Source: an optimization exercise on an open RTL-to-GDS flow (aim: small area, a short achievable clock period and few clock cycles). Production flows keep margins and buffers that such runs may drop.

Setup of oak:
## exponent
module exponent (clock, reset_n, enable, x, a, p, ready);
    input logic clock, reset_n, enable;
    input logic [31:0] x, a;
    output logic [31:0] p;
    output logic ready;
    logic [31:0] b;       
    logic [30:0] e;       
    logic busy;
    wire [31:0] s = b | (x & {32{~busy}});
    wire last = (e[30:1] == 31'd0);
    wire keep = reset_n & (busy ? ~last : (ready & enable));
    wire [31:0] sq;       
    wire [31:0] pr;       
    wire sq_1;
    wire sq_2;
    wire sq_3;
    wire sq_4;
    wire sq_5;
    wire sq_6;
    wire sq_7;
    wire sq_8;
    wire sq_9;
    wire sq_10;
    wire sq_11;
    wire sq_12;
    wire sq_13;
    wire sq_14;
    wire sq_15;
    wire sq_16;
    wire sq_17;
    wire sq_18;
    wire sq_19;
    wire sq_20;
    wire sq_21;
    wire sq_22;
    wire sq_23;
    wire sq_24;
    wire sq_25;
    wire sq_26;
    wire sq_27;
    wire sq_28;
    wire sq_29;
    wire sq_30;
    wire sq_31;
    wire sq_32;
    wire sq_33;
    wire sq_34;
    wire sq_35;
    wire sq_36;
    wire sq_37;
    wire sq_38;
    wire sq_39;
    wire sq_40;
    wire sq_41;
    wire sq_42;
    wire sq_43;
    wire sq_44;
    wire sq_45;
    wire sq_46;
    wire sq_47;
    wire sq_48;
    wire sq_49;
    wire sq_50;
    wire sq_51;
    wire sq_52;
    wire sq_53;
    wire sq_54;
    wire sq_55;
    wire sq_56;
    wire sq_57;
    wire sq_58;
    wire sq_59;
    wire sq_60;
    wire sq_61;
    wire sq_62;
    wire sq_63;
    wire sq_64;
    wire sq_65;
    wire sq_66;
    wire sq_67;
    wire sq_68;
    wire sq_69;
    wire sq_70;
    wire sq_71;
    wire sq_72;
    wire sq_73;
    wire sq_74;
    wire sq_75;
    wire sq_76;
    wire sq_77;
    wire sq_78;
    wire sq_79;
    wire sq_80;
    wire sq_81;
    wire sq_82;
    wire sq_83;
    wire sq_84;
    wire sq_85;
    wire sq_86;
    wire sq_87;
    wire sq_88;
    wire sq_89;
    wire sq_90;
    wire sq_91;
    wire sq_92;
    wire sq_93;
    wire sq_94;
    wire sq_95;
    wire sq_96;
    wire sq_97;
  ...
For scale: ~2100 cells after synthesis, ~96 flip-flops, roughly 100 I/O pins, ~22000 sq um of cells after synthesis.
==> flow/config.mk <==
export PLATFORM = sky130hd
export DESIGN_NAME = exponent
export DESIGN_NICKNAME = exponent
export VERILOG_FILES = /design/flow/design.v
export SDC_FILE = /design/flow/constraint.sdc
export NUM_CORES = 4
export LEC_CHECK = 0
export CAP_MARGIN = 20
export CORE_MARGIN = 2
export CORE_UTILIZATION = 40
export PLACE_DENSITY = 0.6
export SETUP_SLACK_MARGIN = 3.5
export SLEW_MARGIN = 20
export SYNTH_HIERARCHICAL = 1
==> flow/constraint.sdc <==
create_clock -name core_clock -period 10.0 [get_ports {clock}]
set_input_delay 2.0000 -clock core_clock [delete_from_list [all_inputs] [get_ports {clock}]]
set_output_delay 2.0000 -clock core_clock [all_outputs]
set_load 0.01 [all_outputs]
run.sh (not shown) runs the stock make flow with config.mk's settings and CLKGATE_MAP_FILE= SYNTH_SCRIPT=/design/flow/synth_recipe.tcl, a recipe that flattens the netlist after the stock synthesis.
--- input diff oak..pine ---
--- a/flow/design.v
+++ b/flow/design.v
@@ -2,19 +2,37 @@
 module exponent (clock, reset_n, enable, x, a, p, ready);
     input logic clock, reset_n, enable;
     input logic [31:0] x, a;
     output logic [31:0] p;
     output logic ready;
     logic [31:0] b;       
     logic [30:0] e;       
     logic busy;
+    logic [31:0] np, nb;
+    assign p = ~np;
+    assign b = ~nb;
     wire [31:0] s = b | (x & {32{~busy}});
     wire last = (e[30:1] == 31'd0);
     wire keep = reset_n & (busy ? ~last : (ready & enable));
+    wire a_ge32 = |a[31:5];
+    wire a_ge16 = |a[31:4];
+    wire a_ge11 = a_ge16 | (a[3] & (a[2] | (a[1] & a[0])));
+    wire a_ge8 = |a[31:3];
+    wire a_ge7 = a_ge8 | (&a[2:0]);
+    wire a_ge6 = a_ge8 | (&a[2:1]);
+    wire a_ge5 = a_ge8 | (a[2] & (a[1] | a[0]));
+    wire a_ge4 = |a[31:2];
+    wire a_ge3 = a_ge4 | (&a[1:0]);
+    wire a_ge2 = |a[31:1];
+    wire a_ge1 = |a;
+    wire zero = (~x[0] & a_ge32) | (~|x[1:0] & a_ge16) | (~|x[2:0] & a_ge11)
+              | (~|x[3:0] & a_ge8) | (~|x[4:0] & a_ge7) | (~|x[5:0] & a_ge6)
+              | (~|x[6:0] & a_ge5) | (~|x[7:0] & a_ge4) | (~|x[10:0] & a_ge3)
+              | (~|x[15:0] & a_ge2) | (~|x & a_ge1);
     wire [31:0] sq;       
     wire [31:0] pr;       
     wire sq_1;
     wire sq_2;
     wire sq_3;
     wire sq_4;
     wire sq_5;
     wire sq_6;
@@ -3740,35 +3758,35 @@
     assign pr[25] = pm_p0_25 ^ pm_g5_24;
     assign pr[26] = pm_p0_26 ^ pm_g5_25;
     assign pr[27] = pm_p0_27 ^ pm_g5_26;
     assign pr[28] = pm_p0_28 ^ pm_g5_27;
     assign pr[29] = pm_p0_29 ^ pm_g5_28;
     assign pr[30] = pm_p0_30 ^ pm_g5_29;
     assign pr[31] = pm_p0_31 ^ pm_g5_30;
     always @(posedge clock) begin
-        b <= sq & {32{keep}};
+        nb <= ~(sq & {32{keep}});
         e <= busy ? (e >> 1) : a[31:1];
     end
     always @(posedge clock) begin
         if (!reset_n) begin
             busy <= 1'b0;
             ready <= 1'b0;
         end else if (busy) begin
-            if (e[0]) p <= pr;
+            if (e[0]) np <= ~pr;
             if (last) begin
                 busy <= 1'b0;
                 ready <= 1'b1;
             end
         end else if (!ready) begin
             ready <= 1'b1;
         end else if (enable) begin
             ready <= 1'b0;
-            busy <= 1'b1;
-            p <= a[0] ? x : 32'd1;
+            busy <= ~zero;
+            np <= ~(zero ? 32'd0 : a[0] ? x : 32'd1);
         end
     end
 endmodule
 module exp_fa (input a, input b, input c, output s, output co);
     assign s = a ^ b ^ c;
     assign co = (a & b) | (a & c) | (b & c);
 endmodule
 module exp_ha (input a, input b, output s, output co);
Findings:
Having completed the whole flow, pine delivered a layout that passed the timing, design-rule and antenna checks. Count of placed standard cells in the final layout, fillers left out went up by a few percent going from oak to pine. Max synthesis-to-layout area growth across pine and oak: pine. oak was routed with fewer vias than pine. Diff oak -> pine: global-route usage over all layers picked up an extra 0.34 points, design area decreased by 640 sq um relative to the old numbers, first-pass GRT wire length went down, shortest period the worst path allows moved down. Required time at the endpoint of the critical path of oak is on par with pine.
Function was not checked in any run of this note: the RTL went through the layout flow alone.

== old ==
The RTL this note starts from:
==> flow/design.v <==
`timescale 1ps/1ps
module exponent (clock, reset_n, enable, x, a, p, ready);
    input logic clock, reset_n, enable;
    input logic [31:0] x, a;
    output logic [31:0] p;
    output logic ready;
    logic [31:0] b;       
    logic [30:0] e;       
    logic busy;
    wire [31:0] s = busy ? b : x;
    logic [31:0] sq_diag;
    logic [31:0] sq_rows [0:14];
    logic [31:0] sq;
    always_comb begin
        for (int i = 0; i < 16; i++) begin
            sq_diag[2*i] = s[i];
            sq_diag[2*i+1] = 1'b0;
        end
        for (int i = 0; i < 15; i++) sq_rows[i] = ((s >> (i+1)) & {32{s[i]}}) << (2*i+2);
        sq = sq_diag;
        for (int i = 0; i < 15; i++) sq = sq + sq_rows[i];
    end
    logic [31:0] pr_rows [0:15];
    logic [31:0] pr_neg;
    logic [31:0] pr;
    always_comb begin
        pr_neg = 32'd0;
        for (int k = 0; k < 16; k++) begin
            logic [2:0] d;
            logic [31:0] m;
            d = {b[2*k+1], b[2*k], (k == 0) ? 1'b0 : b[2*k-1]};
            case (d)
                3'b001, 3'b010: m = p;
                3'b011:         m = p << 1;
                3'b100:         m = ~(p << 1);
                3'b101, 3'b110: m = ~p;
                default:        m = 32'd0;
            endcase
            pr_rows[k] = m << (2*k);
            pr_neg[2*k] = d[2] & ~(d[1] & d[0]);
        end
        pr = pr_neg;
        for (int k = 0; k < 16; k++) pr = pr + pr_rows[k];
    end
    always @(posedge clock) begin
        if (!reset_n) begin
            busy <= 1'b0;
            ready <= 1'b0;
        end else if (busy) begin
            if (e[0]) p <= pr;
            b <= sq;
            e <= e >> 1;
            if (e[30:1] == 31'd0) begin
                busy <= 1'b0;
                ready <= 1'b1;
            end
        end else if (!ready) begin
            ready <= 1'b1;
        end else if (enable) begin
            ready <= 1'b0;
            busy <= 1'b1;
            p <= a[0] ? x : 32'd1;
            b <= sq;
            e <= a[31:1];
        end
    end
endmodule
clock: 10.0 ns
lec_check: 0
cap_margin: 20
core_margin: 2
core_utilization: 40
place_density: 0.6
slew_margin: 20
old: full flow OK, the timing, design-rule and antenna checks passed
### old -> new
==> flow/design.v <==
`timescale 1ps/1ps
module exponent (clock, reset_n, enable, x, a, p, ready);
    input logic clock, reset_n, enable;
    input logic [31:0] x, a;
    output logic [31:0] p;
    output logic ready;
    logic [31:0] b;       
    logic [30:0] e;       
    logic busy;
    wire [31:0] sq_in = busy ? b : x;
    wire [31:0] sq = sq_in * sq_in;
    wire [31:0] pr = p * b;
    always @(posedge clock) begin
        if (!reset_n) begin
            busy <= 1'b0;
            ready <= 1'b0;
        end else if (busy) begin
            if (e[0]) p <= pr;
            b <= sq;
            e <= e >> 1;
            if (e[30:1] == 31'd0) begin
                busy <= 1'b0;
                ready <= 1'b1;
            end
        end else if (!ready) begin
            ready <= 1'b1;
        end else if (enable) begin
            ready <= 1'b0;
            busy <= 1'b1;
            p <= a[0] ? x : 32'd1;
            b <= sq;
            e <= a[31:1];
        end
    end
endmodule
Findings:
- Delta (new minus old): overall routing resource usage went down 2.7 points; minimum period implied by the final worst setup slack grew by 530 ps; critical path depth moved up.
- Max sequential share of layout area across new and old: old
- Diff old -> new: final critical-path share of the clock period went up, multi-input logic cell count increased 8.5%.
No functional check of the RTL was part of any run of this note.

== quartz ==
Another version of the RTL of exponent (not shown whole).
For scale: ~2,100 cells after synthesis, ~98 flip-flops, roughly 20,000 sq um of cells after synthesis.
Design exponent, start of the top module:
module exponent (clock, reset_n, enable, x, a, p, ready);
    input logic clock, reset_n, enable;
    input logic [31:0] x, a;
    output logic [31:0] p;
    output logic ready;
    logic [31:0] b;       
    logic [30:0] e;       
    logic busy, mulph;
    wire [31:0] m = (mulph ? p : b) * b;
    always @(posedge clock) begin
        if (!reset_n) begin
            busy <= 1'b0;
            ready <= 1'b0;
        end else if (busy) begin
            if (mulph) begin
                p <= m;
                e <= e >> 1;
                mulph <= 1'b0;
                if (e[30:1] == 31'd0) begin
                    busy <= 1'b0;
                    ready <= 1'b1;
                end
            end else if (e == 31'd0) begin
                busy <= 1'b0;
                ready <= 1'b1;
            end else begin
                b <= m;
                if (e[0]) mulph <= 1'b1;
                else e <= e >> 1;
            end
        end else if (!ready) begin
            ready <= 1'b1;
        end else if (enable) begin
            ready <= 1'b0;
            busy <= 1'b1;
            mulph <= 1'b0;
            p <= a[0] ? x : 32'd1;
            b <= x;
            e <= a[31:1];
        end
    end
endmodule
==> module exponent, before the edit <==
module exponent (clock, reset_n, enable, x, a, p, ready);
    input logic clock, reset_n, enable;
    input logic [31:0] x, a;
    output logic [31:0] p;
    output logic ready;
    logic [31:0] b;       
    logic [30:0] e;       
    logic busy, mulph;
    wire [31:0] m = (mulph ? p : b) * b;
    always @(posedge clock) begin
        if (!reset_n) begin
            busy <= 1'b0;
            ready <= 1'b0;
        end else if (busy) begin
            if (mulph) begin
                p <= m;
                e <= e >> 1;
                mulph <= 1'b0;
                if (e[30:1] == 31'd0) begin
                    busy <= 1'b0;
                    ready <= 1'b1;
                end
            end else if (e == 31'd0) begin
                busy <= 1'b0;
                ready <= 1'b1;
            end else begin
                b <= m;
                if (e[0]) mulph <= 1'b1;
                else e <= e >> 1;
            end
        end else if (!ready) begin
            ready <= 1'b1;
        end else if (enable) begin
            ready <= 1'b0;
            busy <= 1'b1;
            mulph <= 1'b0;
            p <= a[0] ? x : 32'd1;
            b <= x;
            e <= a[31:1];
        end
    end
endmodule
Settings: LEC_CHECK=0, CAP_MARGIN=20, CORE_MARGIN=2, CORE_UTILIZATION=40, PLACE_DENSITY=0.6, SLEW_MARGIN=20; clock period 10.0 ns.
Relative to quartz, the following input files were edited for amber:
--- a/flow/design.v
+++ b/flow/design.v
@@ -6,16 +6,38 @@
     output logic ready;
     logic [31:0] b;       
     logic [30:0] e;       
     logic busy, mulph;
-    wire [31:0] m = (mulph ? p : b) * b;
+    wire [31:0] mi = mulph ? p : b;
+    logic [31:0] m_o_rows [0:15];
+    logic [31:0] m_o_neg;
+    logic [31:0] m_o;
+    always_comb begin
+        m_o_neg = 32'd0;
+        for (int k = 0; k < 16; k++) begin
+            logic [2:0] d;
+            logic [31:0] m;
+            d = {b[2*k+1], b[2*k], (k == 0) ? 1'b0 : b[2*k-1]};
+            case (d)
+                3'b001, 3'b010: m = mi;
+                3'b011:         m = mi << 1;
+                3'b100:         m = ~(mi << 1);
+                3'b101, 3'b110: m = ~mi;
+                default:        m = 32'd0;
+            endcase
+            m_o_rows[k] = m << (2*k);
+            m_o_neg[2*k] = d[2] & ~(d[1] & d[0]);
+        end
+        m_o = m_o_neg;
+        for (int k = 0; k < 16; k++) m_o = m_o + m_o_rows[k];
+    end
     always @(posedge clock) begin
         if (!reset_n) begin
             busy <= 1'b0;
             ready <= 1'b0;
         end else if (busy) begin
             if (mulph) begin
-                p <= m;
+                p <= m_o;
                 e <= e >> 1;
                 mulph <= 1'b0;
                 if (e[30:1] == 31'd0) begin
                     busy <= 1'b0;
@@ -24,9 +46,9 @@
             end else if (e == 31'd0) begin
                 busy <= 1'b0;
                 ready <= 1'b1;
             end else begin
-                b <= m;
+                b <= m_o;
                 if (e[0]) mulph <= 1'b1;
                 else e <= e >> 1;
             end
         end else if (!ready) begin
Notes after the runs:
- Diff quartz -> amber | maximum frequency | increase of 11%
- amber against quartz: overall die area dropped about 7%, largest clock skew in the final design picked up an extra 3.0 ps, die span in x lost about 3.8%.
- Number of antenna diodes: amber < quartz
Function was not checked in any run of this note: the RTL went through the layout flow alone.

re-timing with driven ports:
Ports are ideal in the flow. The routed layouts listed here were re-timed in OpenROAD. Step 1, drivers: a clkbuf_16 drives clock and a buf_2 each remaining input, both assumed. Step 2 moves the port delays by t, midway between the first and last clock arrival at a register: inputs arrive t later, outputs are due t later. That takes back most of the time a late clock gives input paths. a / b / c = ideal / step 1 / step 2; a / b = the first two.
| run | t, ns | setup slack, ns | worst hold slack (ns) | worst setup path at the end | pins driven straight from the clock port |
|---|---|---|---|---|---|
| oak | 0.405 | 3.435 / 3.443 / 3.038 | 0.489 / 0.489 / 0.489 | input to register | 1 |
| pine | 0.409 | 3.563 / 3.572 / 3.162 | 0.482 / 0.482 / 0.482 | input to register | 1 |
| old | 0.412 | 0.937 / 0.961 / 0.549 | 0.582 / 0.582 / 0.582 | input to register | 1 |
| new | 0.414 | 0.406 / 0.406 / -0.009 | 0.581 / 0.581 / 0.581 | input to register | 1 |
| quartz | 0.396 | 1.133 / 1.133 / 1.133 | 0.482 / 0.482 / 0.482 | register to register | 1 |
| amber | 0.410 | 2.045 / 2.045 / 2.045 | 0.497 / 0.497 / 0.497 | register to register | 1 |
With both steps, setup timing fails in new, where it was met with ideal ports. For new, which loses most, drivers alone change the setup slack by 0.000 ns; drivers and shift together by -0.415 ns.
